This design comes from an exercise in tuning for small area on the open sky130 flow, not from production work.
Only simulation tests tie the RTL to the original design; equivalence was not proved.
Power and IR drop assume default switching activity.

==> branch juniper: inputs <==
// matrix_alu_top
module matrix_alu_top (
    input  wire        clk,
    input  wire        op,
    input  wire [31:0] A,
    input  wire [31:0] B,
    output reg  [31:0] C
);
export LEC_CHECK = 0
export CAP_MARGIN = 20
export CORE_MARGIN = 2
export CORE_UTILIZATION = 40
export GPL_TIMING_DRIVEN = 0
export SLEW_MARGIN = 20
create_clock -name core_clock -period 5.2 [get_ports {clk}]
standard.sh (not shown) runs the stock make flow with config.mk's settings and CLKGATE_MAP_FILE= SYNTH_SCRIPT=/design/flow/synth_recipe.tcl, a recipe that flattens the netlist after the stock synthesis.
==> flow/flow/run.sh <==
#!/bin/bash
# Standard synthesis, then re-choose full-adder / gate output polarities to
# drop inverters (flow/fapol2.py), then the standard layout with the
# smallest buffer on the ports.
set -euo pipefail
NET=orfs/results/sky130hd/matrix_alu_top/base/1_2_yosys.v
bash standard.sh synth > synth.log 2>&1
cp $NET synth_orig.v
python3 flow/fapol2.py synth_orig.v $NET > fapol.log 2>&1
touch $NET
bash standard.sh synth > synth_odb.log 2>&1
export BUFFER_PORTS_ARGS="-buffer_cell sky130_fd_sc_hd__buf_1"
export CTS_ARGS="-sink_clustering_enable -repair_clock_nets -dont_use_dummy_load -sink_clustering_size 24 -sink_clustering_max_diameter 80 -buf_list {sky130_fd_sc_hd__clkbuf_8}"
bash standard.sh finish > finish.log 2>&1
Other scripts of this flow, unchanged in this note and not shown: flow/flow/fapol2.py
==> inputs of branch cedar, as changes to branch juniper <==
--- a/flow/design.v
+++ b/flow/design.v
@@ -1,10 +1,10 @@
 module matrix_calc_s1(
     input  wire        op,
     input  wire [31:0] A, B,
-    output wire [43:0] S
+    output wire [35:0] S
 );
     wire [7:0] a11 = A[31:24], a12 = A[23:16], a21 = A[15:8], a22 = A[7:0];
     wire [7:0] b11 = B[31:24], b12 = B[23:16], b21 = B[15:8], b22 = B[7:0];
     wire [7:0] g11 = {b11[7:1] & {7{~op}}, b11[0] | op};
     wire [7:0] g22 = {b22[7:1] & {7{~op}}, b22[0] | op};
     wire [7:0] g21 = b21 & {8{~op}};
@@ -138,12 +138,14 @@
     wire s127 = s121 ^ c106 ^ c108;
     wire c128 = (s121 & c106) | (s121 & c108) | (c106 & c108);
     wire s129 = s123 ^ s125 ^ c110;
     wire c130 = (s123 & s125) | (s123 & c110) | (s125 & c110);
     wire s131 = s127 ^ c112 ^ s129;
     wire c132 = (s127 & c112) | (s127 & s129) | (c112 & s129);
+    wire s133 = c114 ^ s131;
+    wire c134 = c114 & s131;
     wire s135 = p14 ^ p20 ^ p25;
     wire c136 = (p14 & p20) | (p14 & p25) | (p20 & p25);
     wire s137 = p29 ^ p32 ^ p34;
     wire c138 = (p29 & p32) | (p29 & p34) | (p32 & p34);
     wire s139 = p43 ^ p50 ^ p56;
     wire c140 = (p43 & p50) | (p43 & p56) | (p50 & p56);
@@ -158,12 +160,14 @@
     wire s149 = s141 ^ c124 ^ c126;
     wire c150 = (s141 & c124) | (s141 & c126) | (c124 & c126);
     wire s151 = s143 ^ s145 ^ s147;
     wire c152 = (s143 & s145) | (s143 & s147) | (s145 & s147);
     wire s153 = c128 ^ s149 ^ s151;
     wire c154 = (c128 & s149) | (c128 & s151) | (s149 & s151);
+    wire s155 = c130 ^ s153 ^ c132;
+    wire c156 = (c130 & s153) | (c130 & c132) | (s153 & c132);
     wire x159 = p15 ^ p21;
     wire x160 = p26 ^ p30;
     wire x161 = p33 ^ p35;
     wire x162 = p36 ^ p44;
     wire x163 = p51 ^ p57;
     wire x164 = p62 ^ p66;
@@ -183,12 +187,13 @@
     wire x178 = c144 ^ c146;
     wire x179 = c148 ^ x177;
     wire x180 = x178 ^ x179;
     wire x181 = c150 ^ c152;
     wire x182 = x180 ^ x181;
     wire x183 = x182 ^ c154;
+    wire x184 = x183 ^ c156;
     wire p186 = a12[0] & g22[0];
     wire p187 = a12[0] & g22[1];
     wire p188 = a12[0] & g22[2];
     wire p189 = a12[0] & g22[3];
     wire p190 = a12[0] & g22[4];
     wire p191 = a12[0] & g22[5];
@@ -315,12 +320,14 @@
     wire s312 = s306 ^ c291 ^ c293;
     wire c313 = (s306 & c291) | (s306 & c293) | (c291 & c293);
     wire s314 = s308 ^ s310 ^ c295;
     wire c315 = (s308 & s310) | (s308 & c295) | (s310 & c295);
     wire s316 = s312 ^ c297 ^ s314;
     wire c317 = (s312 & c297) | (s312 & s314) | (c297 & s314);
+    wire s318 = c299 ^ s316;
+    wire c319 = c299 & s316;
     wire s320 = p192 ^ p199 ^ p205;
     wire c321 = (p192 & p199) | (p192 & p205) | (p199 & p205);
     wire s322 = p210 ^ p214 ^ p217;
     wire c323 = (p210 & p214) | (p210 & p217) | (p214 & p217);
     wire s324 = p219 ^ p228 ^ p235;
     wire c325 = (p219 & p228) | (p219 & p235) | (p228 & p235);
@@ -335,12 +342,14 @@
     wire s334 = s326 ^ c309 ^ c311;
     wire c335 = (s326 & c309) | (s326 & c311) | (c309 & c311);
     wire s336 = s328 ^ s330 ^ s332;
     wire c337 = (s328 & s330) | (s328 & s332) | (s330 & s332);
     wire s338 = c313 ^ s334 ^ s336;
     wire c339 = (c313 & s334) | (c313 & s336) | (s334 & s336);
+    wire s340 = c315 ^ s338 ^ c317;
+    wire c341 = (c315 & s338) | (c315 & c317) | (s338 & c317);
     wire x344 = p193 ^ p200;
     wire x345 = p206 ^ p211;
     wire x346 = p215 ^ p218;
     wire x347 = p220 ^ p221;
     wire x348 = p229 ^ p236;
     wire x349 = p242 ^ p247;
@@ -360,12 +369,13 @@
     wire x363 = c329 ^ c331;
     wire x364 = c333 ^ x362;
     wire x365 = x363 ^ x364;
     wire x366 = c335 ^ c337;
     wire x367 = x365 ^ x366;
     wire x368 = x367 ^ c339;
+    wire x369 = x368 ^ c341;
     wire p371 = a21[0] & g11[0];
     wire p372 = a21[0] & g11[1];
     wire p373 = a21[0] & g11[2];
     wire p374 = a21[0] & g11[3];
     wire p375 = a21[0] & g11[4];
     wire p376 = a21[0] & g11[5];
@@ -492,12 +502,14 @@
     wire s497 = s491 ^ c476 ^ c478;
     wire c498 = (s491 & c476) | (s491 & c478) | (c476 & c478);
     wire s499 = s493 ^ s495 ^ c480;
     wire c500 = (s493 & s495) | (s493 & c480) | (s495 & c480);
     wire s501 = s497 ^ c482 ^ s499;
     wire c502 = (s497 & c482) | (s497 & s499) | (c482 & s499);
+    wire s503 = c484 ^ s501;
+    wire c504 = c484 & s501;
     wire s505 = p377 ^ p384 ^ p390;
     wire c506 = (p377 & p384) | (p377 & p390) | (p384 & p390);
     wire s507 = p395 ^ p399 ^ p402;
     wire c508 = (p395 & p399) | (p395 & p402) | (p399 & p402);
     wire s509 = p404 ^ p413 ^ p420;
     wire c510 = (p404 & p413) | (p404 & p420) | (p413 & p420);
@@ -512,12 +524,14 @@
     wire s519 = s511 ^ c494 ^ c496;
     wire c520 = (s511 & c494) | (s511 & c496) | (c494 & c496);
     wire s521 = s513 ^ s515 ^ s517;
     wire c522 = (s513 & s515) | (s513 & s517) | (s515 & s517);
     wire s523 = c498 ^ s519 ^ s521;
     wire c524 = (c498 & s519) | (c498 & s521) | (s519 & s521);
+    wire s525 = c500 ^ s523 ^ c502;
+    wire c526 = (c500 & s523) | (c500 & c502) | (s523 & c502);
     wire x529 = p378 ^ p385;
     wire x530 = p391 ^ p396;
     wire x531 = p400 ^ p403;
     wire x532 = p405 ^ p406;
     wire x533 = p414 ^ p421;
     wire x534 = p427 ^ p432;
@@ -537,12 +551,13 @@
     wire x548 = c514 ^ c516;
     wire x549 = c518 ^ x547;
     wire x550 = x548 ^ x549;
     wire x551 = c520 ^ c522;
     wire x552 = x550 ^ x551;
     wire x553 = x552 ^ c524;
+    wire x554 = x553 ^ c526;
     wire p556 = a22[0] & g22[0];
     wire p557 = a22[0] & g22[1];
     wire p558 = a22[0] & g22[2];
     wire p559 = a22[0] & g22[3];
     wire p560 = a22[0] & g22[4];
     wire p561 = a22[0] & g22[5];
@@ -669,12 +684,14 @@
     wire s682 = s676 ^ c661 ^ c663;
     wire c683 = (s676 & c661) | (s676 & c663) | (c661 & c663);
     wire s684 = s678 ^ s680 ^ c665;
     wire c685 = (s678 & s680) | (s678 & c665) | (s680 & c665);
     wire s686 = s682 ^ c667 ^ s684;
     wire c687 = (s682 & c667) | (s682 & s684) | (c667 & s684);
+    wire s688 = c669 ^ s686;
+    wire c689 = c669 & s686;
     wire s690 = p562 ^ p569 ^ p575;
     wire c691 = (p562 & p569) | (p562 & p575) | (p569 & p575);
     wire s692 = p580 ^ p584 ^ p587;
     wire c693 = (p580 & p584) | (p580 & p587) | (p584 & p587);
     wire s694 = p589 ^ p598 ^ p605;
     wire c695 = (p589 & p598) | (p589 & p605) | (p598 & p605);
@@ -689,12 +706,14 @@
     wire s704 = s696 ^ c679 ^ c681;
     wire c705 = (s696 & c679) | (s696 & c681) | (c679 & c681);
     wire s706 = s698 ^ s700 ^ s702;
     wire c707 = (s698 & s700) | (s698 & s702) | (s700 & s702);
     wire s708 = c683 ^ s704 ^ s706;
     wire c709 = (c683 & s704) | (c683 & s706) | (s704 & s706);
+    wire s710 = c685 ^ s708 ^ c687;
+    wire c711 = (c685 & s708) | (c685 & c687) | (s708 & c687);
     wire x714 = p563 ^ p570;
     wire x715 = p576 ^ p581;
     wire x716 = p585 ^ p588;
     wire x717 = p590 ^ p591;
     wire x718 = p599 ^ p606;
     wire x719 = p612 ^ p617;
@@ -714,63 +733,44 @@
     wire x733 = c699 ^ c701;
     wire x734 = c703 ^ x732;
     wire x735 = x733 ^ x734;
     wire x736 = c705 ^ c707;
     wire x737 = x735 ^ x736;
     wire x738 = x737 ^ c709;
-    assign S = {x738, c687, s708, c685, s686, c669, x553, c502, s523, c500, s501, c484, x368, c317, s338, c315, s316, c299, x183, c132, s153, c130, s131, c114, s628, s632, s640, s652, s668, s443, s447, s455, s467, s483, s258, s262, s270, s282, s298, s73, s77, s85, s97, s113};
+    wire x739 = x738 ^ c711;
+    assign S = {x739, s710, c689, x554, s525, c504, x369, s340, c319, x184, s155, c134, s628, s632, s640, s652, s668, s688, s443, s447, s455, s467, s483, s503, s258, s262, s270, s282, s298, s318, s73, s77, s85, s97, s113, s133};
 endmodule
 module matrix_calc_s2(
-    input  wire [43:0] S,
+    input  wire [35:0] S,
     output wire [31:0] C
 );
-    wire s113, s97, s85, s77, s73, s298, s282, s270, s262, s258, s483, s467, s455, s447, s443, s668, s652, s640, s632, s628, c114, s131, c130, s153, c132, x183, c299, s316, c315, s338, c317, x368, c484, s501, c500, s523, c502, x553, c669, s686, c685, s708, c687, x738;
-    assign {x738, c687, s708, c685, s686, c669, x553, c502, s523, c500, s501, c484, x368, c317, s338, c315, s316, c299, x183, c132, s153, c130, s131, c114, s628, s632, s640, s652, s668, s443, s447, s455, s467, s483, s258, s262, s270, s282, s298, s73, s77, s85, s97, s113} = S;
-    wire s133 = c114 ^ s131;
-    wire c134 = c114 & s131;
-    wire s155 = c130 ^ s153 ^ c132;
-    wire c156 = (c130 & s153) | (c130 & c132) | (s153 & c132);
+    wire s133, s113, s97, s85, s77, s73, s318, s298, s282, s270, s262, s258, s503, s483, s467, s455, s447, s443, s688, s668, s652, s640, s632, s628, c134, s155, x184, c319, s340, x369, c504, s525, x554, c689, s710, x739;
+    assign {x739, s710, c689, x554, s525, c504, x369, s340, c319, x184, s155, c134, s628, s632, s640, s652, s668, s688, s443, s447, s455, s467, s483, s503, s258, s262, s270, s282, s298, s318, s73, s77, s85, s97, s113, s133} = S;
     wire s157 = c134 ^ s155;
     wire c158 = c134 & s155;
-    wire x184 = x183 ^ c156;
     wire x185 = x184 ^ c158;
-    wire s318 = c299 ^ s316;
-    wire c319 = c299 & s316;
-    wire s340 = c315 ^ s338 ^ c317;
-    wire c341 = (c315 & s338) | (c315 & c317) | (s338 & c317);
     wire s342 = c319 ^ s340;
     wire c343 = c319 & s340;
-    wire x369 = x368 ^ c341;
     wire x370 = x369 ^ c343;
-    wire s503 = c484 ^ s501;
-    wire c504 = c484 & s501;
-    wire s525 = c500 ^ s523 ^ c502;
-    wire c526 = (c500 & s523) | (c500 & c502) | (s523 & c502);
     wire s527 = c504 ^ s525;
     wire c528 = c504 & s525;
-    wire x554 = x553 ^ c526;
     wire x555 = x554 ^ c528;
-    wire s688 = c669 ^ s686;
-    wire c689 = c669 & s686;
-    wire s710 = c685 ^ s708 ^ c687;
-    wire c711 = (c685 & s708) | (c685 & c687) | (s708 & c687);
     wire s712 = c689 ^ s710;
     wire c713 = c689 & s710;
-    wire x739 = x738 ^ c711;
     wire x740 = x739 ^ c713;
     assign C = {x185, s157, s133, s113, s97, s85, s77, s73, x370, s342, s318, s298, s282, s270, s262, s258, x555, s527, s503, s483, s467, s455, s447, s443, x740, s712, s688, s668, s652, s640, s632, s628};
 endmodule
 module matrix_alu_top (
     input  wire        clk,
     input  wire        op,
     input  wire [31:0] A,
     input  wire [31:0] B,
     output reg  [31:0] C
 );
-wire [43:0] s_w;
-reg  [43:0] s_r;
+wire [35:0] s_w;
+reg  [35:0] s_r;
 wire [31:0] c_w;
 always @(posedge clk) begin
     s_r <= s_w;
     C   <= c_w;
 end
 matrix_calc_s1 st1 (.op(op), .A(A), .B(B), .S(s_w));
--- a/flow/config.mk
+++ b/flow/config.mk
@@ -5,8 +5,7 @@
 export SDC_FILE = /design/flow/constraint.sdc
 export NUM_CORES = 4
 export LEC_CHECK = 0
 export CAP_MARGIN = 20
 export CORE_MARGIN = 2
 export CORE_UTILIZATION = 40
-export GPL_TIMING_DRIVEN = 0
 export SLEW_MARGIN = 20
==> inputs of branch willow, as changes to branch juniper <==
--- a/flow/design.v
+++ b/flow/design.v
@@ -1,10 +1,10 @@
 module matrix_calc_s1(
     input  wire        op,
     input  wire [31:0] A, B,
-    output wire [43:0] S
+    output wire [35:0] S
 );
     wire [7:0] a11 = A[31:24], a12 = A[23:16], a21 = A[15:8], a22 = A[7:0];
     wire [7:0] b11 = B[31:24], b12 = B[23:16], b21 = B[15:8], b22 = B[7:0];
     wire [7:0] g11 = {b11[7:1] & {7{~op}}, b11[0] | op};
     wire [7:0] g22 = {b22[7:1] & {7{~op}}, b22[0] | op};
     wire [7:0] g21 = b21 & {8{~op}};
@@ -138,12 +138,14 @@
     wire s127 = s121 ^ c106 ^ c108;
     wire c128 = (s121 & c106) | (s121 & c108) | (c106 & c108);
     wire s129 = s123 ^ s125 ^ c110;
     wire c130 = (s123 & s125) | (s123 & c110) | (s125 & c110);
     wire s131 = s127 ^ c112 ^ s129;
     wire c132 = (s127 & c112) | (s127 & s129) | (c112 & s129);
+    wire s133 = c114 ^ s131;
+    wire c134 = c114 & s131;
     wire s135 = p14 ^ p20 ^ p25;
     wire c136 = (p14 & p20) | (p14 & p25) | (p20 & p25);
     wire s137 = p29 ^ p32 ^ p34;
     wire c138 = (p29 & p32) | (p29 & p34) | (p32 & p34);
     wire s139 = p43 ^ p50 ^ p56;
     wire c140 = (p43 & p50) | (p43 & p56) | (p50 & p56);
@@ -158,12 +160,14 @@
     wire s149 = s141 ^ c124 ^ c126;
     wire c150 = (s141 & c124) | (s141 & c126) | (c124 & c126);
     wire s151 = s143 ^ s145 ^ s147;
     wire c152 = (s143 & s145) | (s143 & s147) | (s145 & s147);
     wire s153 = c128 ^ s149 ^ s151;
     wire c154 = (c128 & s149) | (c128 & s151) | (s149 & s151);
+    wire s155 = c130 ^ s153 ^ c132;
+    wire c156 = (c130 & s153) | (c130 & c132) | (s153 & c132);
     wire x159 = p15 ^ p21;
     wire x160 = p26 ^ p30;
     wire x161 = p33 ^ p35;
     wire x162 = p36 ^ p44;
     wire x163 = p51 ^ p57;
     wire x164 = p62 ^ p66;
@@ -183,12 +187,13 @@
     wire x178 = c144 ^ c146;
     wire x179 = c148 ^ x177;
     wire x180 = x178 ^ x179;
     wire x181 = c150 ^ c152;
     wire x182 = x180 ^ x181;
     wire x183 = x182 ^ c154;
+    wire x184 = x183 ^ c156;
     wire p186 = a12[0] & g22[0];
     wire p187 = a12[0] & g22[1];
     wire p188 = a12[0] & g22[2];
     wire p189 = a12[0] & g22[3];
     wire p190 = a12[0] & g22[4];
     wire p191 = a12[0] & g22[5];
@@ -315,12 +320,14 @@
     wire s312 = s306 ^ c291 ^ c293;
     wire c313 = (s306 & c291) | (s306 & c293) | (c291 & c293);
     wire s314 = s308 ^ s310 ^ c295;
     wire c315 = (s308 & s310) | (s308 & c295) | (s310 & c295);
     wire s316 = s312 ^ c297 ^ s314;
     wire c317 = (s312 & c297) | (s312 & s314) | (c297 & s314);
+    wire s318 = c299 ^ s316;
+    wire c319 = c299 & s316;
     wire s320 = p192 ^ p199 ^ p205;
     wire c321 = (p192 & p199) | (p192 & p205) | (p199 & p205);
     wire s322 = p210 ^ p214 ^ p217;
     wire c323 = (p210 & p214) | (p210 & p217) | (p214 & p217);
     wire s324 = p219 ^ p228 ^ p235;
     wire c325 = (p219 & p228) | (p219 & p235) | (p228 & p235);
@@ -335,12 +342,14 @@
     wire s334 = s326 ^ c309 ^ c311;
     wire c335 = (s326 & c309) | (s326 & c311) | (c309 & c311);
     wire s336 = s328 ^ s330 ^ s332;
     wire c337 = (s328 & s330) | (s328 & s332) | (s330 & s332);
     wire s338 = c313 ^ s334 ^ s336;
     wire c339 = (c313 & s334) | (c313 & s336) | (s334 & s336);
+    wire s340 = c315 ^ s338 ^ c317;
+    wire c341 = (c315 & s338) | (c315 & c317) | (s338 & c317);
     wire x344 = p193 ^ p200;
     wire x345 = p206 ^ p211;
     wire x346 = p215 ^ p218;
     wire x347 = p220 ^ p221;
     wire x348 = p229 ^ p236;
     wire x349 = p242 ^ p247;
@@ -360,12 +369,13 @@
     wire x363 = c329 ^ c331;
     wire x364 = c333 ^ x362;
     wire x365 = x363 ^ x364;
     wire x366 = c335 ^ c337;
     wire x367 = x365 ^ x366;
     wire x368 = x367 ^ c339;
+    wire x369 = x368 ^ c341;
     wire p371 = a21[0] & g11[0];
     wire p372 = a21[0] & g11[1];
     wire p373 = a21[0] & g11[2];
     wire p374 = a21[0] & g11[3];
     wire p375 = a21[0] & g11[4];
     wire p376 = a21[0] & g11[5];
@@ -492,12 +502,14 @@
     wire s497 = s491 ^ c476 ^ c478;
     wire c498 = (s491 & c476) | (s491 & c478) | (c476 & c478);
     wire s499 = s493 ^ s495 ^ c480;
     wire c500 = (s493 & s495) | (s493 & c480) | (s495 & c480);
     wire s501 = s497 ^ c482 ^ s499;
     wire c502 = (s497 & c482) | (s497 & s499) | (c482 & s499);
+    wire s503 = c484 ^ s501;
+    wire c504 = c484 & s501;
     wire s505 = p377 ^ p384 ^ p390;
     wire c506 = (p377 & p384) | (p377 & p390) | (p384 & p390);
     wire s507 = p395 ^ p399 ^ p402;
     wire c508 = (p395 & p399) | (p395 & p402) | (p399 & p402);
     wire s509 = p404 ^ p413 ^ p420;
     wire c510 = (p404 & p413) | (p404 & p420) | (p413 & p420);
@@ -512,12 +524,14 @@
     wire s519 = s511 ^ c494 ^ c496;
     wire c520 = (s511 & c494) | (s511 & c496) | (c494 & c496);
     wire s521 = s513 ^ s515 ^ s517;
     wire c522 = (s513 & s515) | (s513 & s517) | (s515 & s517);
     wire s523 = c498 ^ s519 ^ s521;
     wire c524 = (c498 & s519) | (c498 & s521) | (s519 & s521);
+    wire s525 = c500 ^ s523 ^ c502;
+    wire c526 = (c500 & s523) | (c500 & c502) | (s523 & c502);
     wire x529 = p378 ^ p385;
     wire x530 = p391 ^ p396;
     wire x531 = p400 ^ p403;
     wire x532 = p405 ^ p406;
     wire x533 = p414 ^ p421;
     wire x534 = p427 ^ p432;
@@ -537,12 +551,13 @@
     wire x548 = c514 ^ c516;
     wire x549 = c518 ^ x547;
     wire x550 = x548 ^ x549;
     wire x551 = c520 ^ c522;
     wire x552 = x550 ^ x551;
     wire x553 = x552 ^ c524;
+    wire x554 = x553 ^ c526;
     wire p556 = a22[0] & g22[0];
     wire p557 = a22[0] & g22[1];
     wire p558 = a22[0] & g22[2];
     wire p559 = a22[0] & g22[3];
     wire p560 = a22[0] & g22[4];
     wire p561 = a22[0] & g22[5];
@@ -669,12 +684,14 @@
     wire s682 = s676 ^ c661 ^ c663;
     wire c683 = (s676 & c661) | (s676 & c663) | (c661 & c663);
     wire s684 = s678 ^ s680 ^ c665;
     wire c685 = (s678 & s680) | (s678 & c665) | (s680 & c665);
     wire s686 = s682 ^ c667 ^ s684;
     wire c687 = (s682 & c667) | (s682 & s684) | (c667 & s684);
+    wire s688 = c669 ^ s686;
+    wire c689 = c669 & s686;
     wire s690 = p562 ^ p569 ^ p575;
     wire c691 = (p562 & p569) | (p562 & p575) | (p569 & p575);
     wire s692 = p580 ^ p584 ^ p587;
     wire c693 = (p580 & p584) | (p580 & p587) | (p584 & p587);
     wire s694 = p589 ^ p598 ^ p605;
     wire c695 = (p589 & p598) | (p589 & p605) | (p598 & p605);
@@ -689,12 +706,14 @@
     wire s704 = s696 ^ c679 ^ c681;
     wire c705 = (s696 & c679) | (s696 & c681) | (c679 & c681);
     wire s706 = s698 ^ s700 ^ s702;
     wire c707 = (s698 & s700) | (s698 & s702) | (s700 & s702);
     wire s708 = c683 ^ s704 ^ s706;
     wire c709 = (c683 & s704) | (c683 & s706) | (s704 & s706);
+    wire s710 = c685 ^ s708 ^ c687;
+    wire c711 = (c685 & s708) | (c685 & c687) | (s708 & c687);
     wire x714 = p563 ^ p570;
     wire x715 = p576 ^ p581;
     wire x716 = p585 ^ p588;
     wire x717 = p590 ^ p591;
     wire x718 = p599 ^ p606;
     wire x719 = p612 ^ p617;
@@ -714,63 +733,44 @@
     wire x733 = c699 ^ c701;
     wire x734 = c703 ^ x732;
     wire x735 = x733 ^ x734;
     wire x736 = c705 ^ c707;
     wire x737 = x735 ^ x736;
     wire x738 = x737 ^ c709;
-    assign S = {x738, c687, s708, c685, s686, c669, x553, c502, s523, c500, s501, c484, x368, c317, s338, c315, s316, c299, x183, c132, s153, c130, s131, c114, s628, s632, s640, s652, s668, s443, s447, s455, s467, s483, s258, s262, s270, s282, s298, s73, s77, s85, s97, s113};
+    wire x739 = x738 ^ c711;
+    assign S = {x739, s710, c689, x554, s525, c504, x369, s340, c319, x184, s155, c134, s628, s632, s640, s652, s668, s688, s443, s447, s455, s467, s483, s503, s258, s262, s270, s282, s298, s318, s73, s77, s85, s97, s113, s133};
 endmodule
 module matrix_calc_s2(
-    input  wire [43:0] S,
+    input  wire [35:0] S,
     output wire [31:0] C
 );
-    wire s113, s97, s85, s77, s73, s298, s282, s270, s262, s258, s483, s467, s455, s447, s443, s668, s652, s640, s632, s628, c114, s131, c130, s153, c132, x183, c299, s316, c315, s338, c317, x368, c484, s501, c500, s523, c502, x553, c669, s686, c685, s708, c687, x738;
-    assign {x738, c687, s708, c685, s686, c669, x553, c502, s523, c500, s501, c484, x368, c317, s338, c315, s316, c299, x183, c132, s153, c130, s131, c114, s628, s632, s640, s652, s668, s443, s447, s455, s467, s483, s258, s262, s270, s282, s298, s73, s77, s85, s97, s113} = S;
-    wire s133 = c114 ^ s131;
-    wire c134 = c114 & s131;
-    wire s155 = c130 ^ s153 ^ c132;
-    wire c156 = (c130 & s153) | (c130 & c132) | (s153 & c132);
+    wire s133, s113, s97, s85, s77, s73, s318, s298, s282, s270, s262, s258, s503, s483, s467, s455, s447, s443, s688, s668, s652, s640, s632, s628, c134, s155, x184, c319, s340, x369, c504, s525, x554, c689, s710, x739;
+    assign {x739, s710, c689, x554, s525, c504, x369, s340, c319, x184, s155, c134, s628, s632, s640, s652, s668, s688, s443, s447, s455, s467, s483, s503, s258, s262, s270, s282, s298, s318, s73, s77, s85, s97, s113, s133} = S;
     wire s157 = c134 ^ s155;
     wire c158 = c134 & s155;
-    wire x184 = x183 ^ c156;
     wire x185 = x184 ^ c158;
-    wire s318 = c299 ^ s316;
-    wire c319 = c299 & s316;
-    wire s340 = c315 ^ s338 ^ c317;
-    wire c341 = (c315 & s338) | (c315 & c317) | (s338 & c317);
     wire s342 = c319 ^ s340;
     wire c343 = c319 & s340;
-    wire x369 = x368 ^ c341;
     wire x370 = x369 ^ c343;
-    wire s503 = c484 ^ s501;
-    wire c504 = c484 & s501;
-    wire s525 = c500 ^ s523 ^ c502;
-    wire c526 = (c500 & s523) | (c500 & c502) | (s523 & c502);
     wire s527 = c504 ^ s525;
     wire c528 = c504 & s525;
-    wire x554 = x553 ^ c526;
     wire x555 = x554 ^ c528;
-    wire s688 = c669 ^ s686;
-    wire c689 = c669 & s686;
-    wire s710 = c685 ^ s708 ^ c687;
-    wire c711 = (c685 & s708) | (c685 & c687) | (s708 & c687);
     wire s712 = c689 ^ s710;
     wire c713 = c689 & s710;
-    wire x739 = x738 ^ c711;
     wire x740 = x739 ^ c713;
     assign C = {x185, s157, s133, s113, s97, s85, s77, s73, x370, s342, s318, s298, s282, s270, s262, s258, x555, s527, s503, s483, s467, s455, s447, s443, x740, s712, s688, s668, s652, s640, s632, s628};
 endmodule
 module matrix_alu_top (
     input  wire        clk,
     input  wire        op,
     input  wire [31:0] A,
     input  wire [31:0] B,
     output reg  [31:0] C
 );
-wire [43:0] s_w;
-reg  [43:0] s_r;
+wire [35:0] s_w;
+reg  [35:0] s_r;
 wire [31:0] c_w;
 always @(posedge clk) begin
     s_r <= s_w;
     C   <= c_w;
 end
 matrix_calc_s1 st1 (.op(op), .A(A), .B(B), .S(s_w));
--- a/flow/flow/run.sh
+++ b/flow/flow/run.sh
@@ -7,8 +7,7 @@
 bash standard.sh synth > synth.log 2>&1
 cp $NET synth_orig.v
 python3 flow/fapol2.py synth_orig.v $NET > fapol.log 2>&1
 touch $NET
 bash standard.sh synth > synth_odb.log 2>&1
 export BUFFER_PORTS_ARGS="-buffer_cell sky130_fd_sc_hd__buf_1"
-export CTS_ARGS="-sink_clustering_enable -repair_clock_nets -dont_use_dummy_load -sink_clustering_size 24 -sink_clustering_max_diameter 80 -buf_list {sky130_fd_sc_hd__clkbuf_8}"
 bash standard.sh finish > finish.log 2>&1
--- a/flow/config.mk
+++ b/flow/config.mk
@@ -5,8 +5,7 @@
 export SDC_FILE = /design/flow/constraint.sdc
 export NUM_CORES = 4
 export LEC_CHECK = 0
 export CAP_MARGIN = 20
 export CORE_MARGIN = 2
 export CORE_UTILIZATION = 40
-export GPL_TIMING_DRIVEN = 0
 export SLEW_MARGIN = 20
==> summary of the runs <==
- Branch cedar completed with no timing, DRC or antenna violations. Branch juniper completed with no timing, DRC or antenna violations. Branch willow ran to the end with no violations.
- The lowest final area belongs to branch juniper, the highest to branch willow.
- Against branch cedar, the total power of branch willow is larger by 7.8%.
- Between branch cedar and branch willow, the lower maximum frequency is in branch willow (gap about 0.5%, measured against branch willow).
- The lowest clock skew belongs to branch willow, the highest to branch cedar.
- The lowest global-route usage belongs to branch cedar, the highest to branch juniper.
- In sequential cell count, branch cedar and branch willow do not differ.
- Of branch cedar and branch willow, branch cedar has the higher first-iteration DRC count (gap 2.1%, measured against branch willow).
- The lowest clock power belongs to branch cedar, the highest to branch willow.
- In branch juniper the synthesized cell count is larger than in branch willow, by about 2%.
==> figures <==
	branch willow	branch cedar	branch juniper
Status	timing/DRC/antenna clean	timing/DRC/antenna clean	timing/DRC/antenna clean
WL met1	9170 um	9190 um	8620 um
Clock skew	0.00265 ns	0.0131 ns	0.0125 ns
Transition time of the tightest slew-check pin	0.527 ns	0.541 ns	0.704 ns
IR drop worst, VDD	167 uV	153 uV	110 uV
Number of vias in the routed layout	5960	5901	5865
Met2 GRT Util	0.363	0.363	0.356
Reg clk slew, reported paths	0.05 ns	0.08 ns	0.08 ns
Number of multi-input combinational cells	667	667	660
Power density over cell area	323 nW/um2	304 nW/um2	314 nW/um2
Buffers plus inverters on the worst setup path	3	3	2
Area added between synthesis and finish	22.5%	20.7%	11.5%
Required time of the worst setup path	5.41 ns	5.44 ns	5.46 ns
Met3 Use GR	0.0345	0.0232	0.0431
Seq group	0.000818 W	0.000817 W	0.000920 W
Cts repair resizes	0	0	22
Total cell area at the placement stage	8820 um2	8820 um2	8230 um2
Sequential share of cell area	0.150	0.152	0.179
Iteration-0 DRC count of the detailed router	533	544	555

re-timing with driven ports:
In the flow no input, the clock included, has a driving cell. The finished layouts below were timed again as built, in two steps.
Step 1 assumes that a clkbuf_16 drives the clock port and a buf_2 every other input.
Step 2 moves the port delays by t, midway between the first and last clock arrival at a register: inputs arrive t later, outputs are due t later. That takes back most of the time a late clock gives input paths.
Slacks: no drivers / after step 1 / after step 2; pairs: no drivers / after step 1.
run	shift t [ns]	setup slack, ns	worst setup path after step 2	slew at the worst register clock pin (ns)
branch juniper	0.397	0.130 / 0.146 / -0.252	input to register	0.08 / 0.08
branch cedar	0.386	0.238 / 0.250 / -0.135	input to register	0.08 / 0.08
branch willow	0.373	0.215 / 0.235 / -0.139	input to register	0.05 / 0.05
With both steps, setup timing fails in every run listed, where it was met with ideal ports. For branch juniper, which loses most, drivers alone change the setup slack by +0.016 ns; drivers and shift together by -0.382 ns.
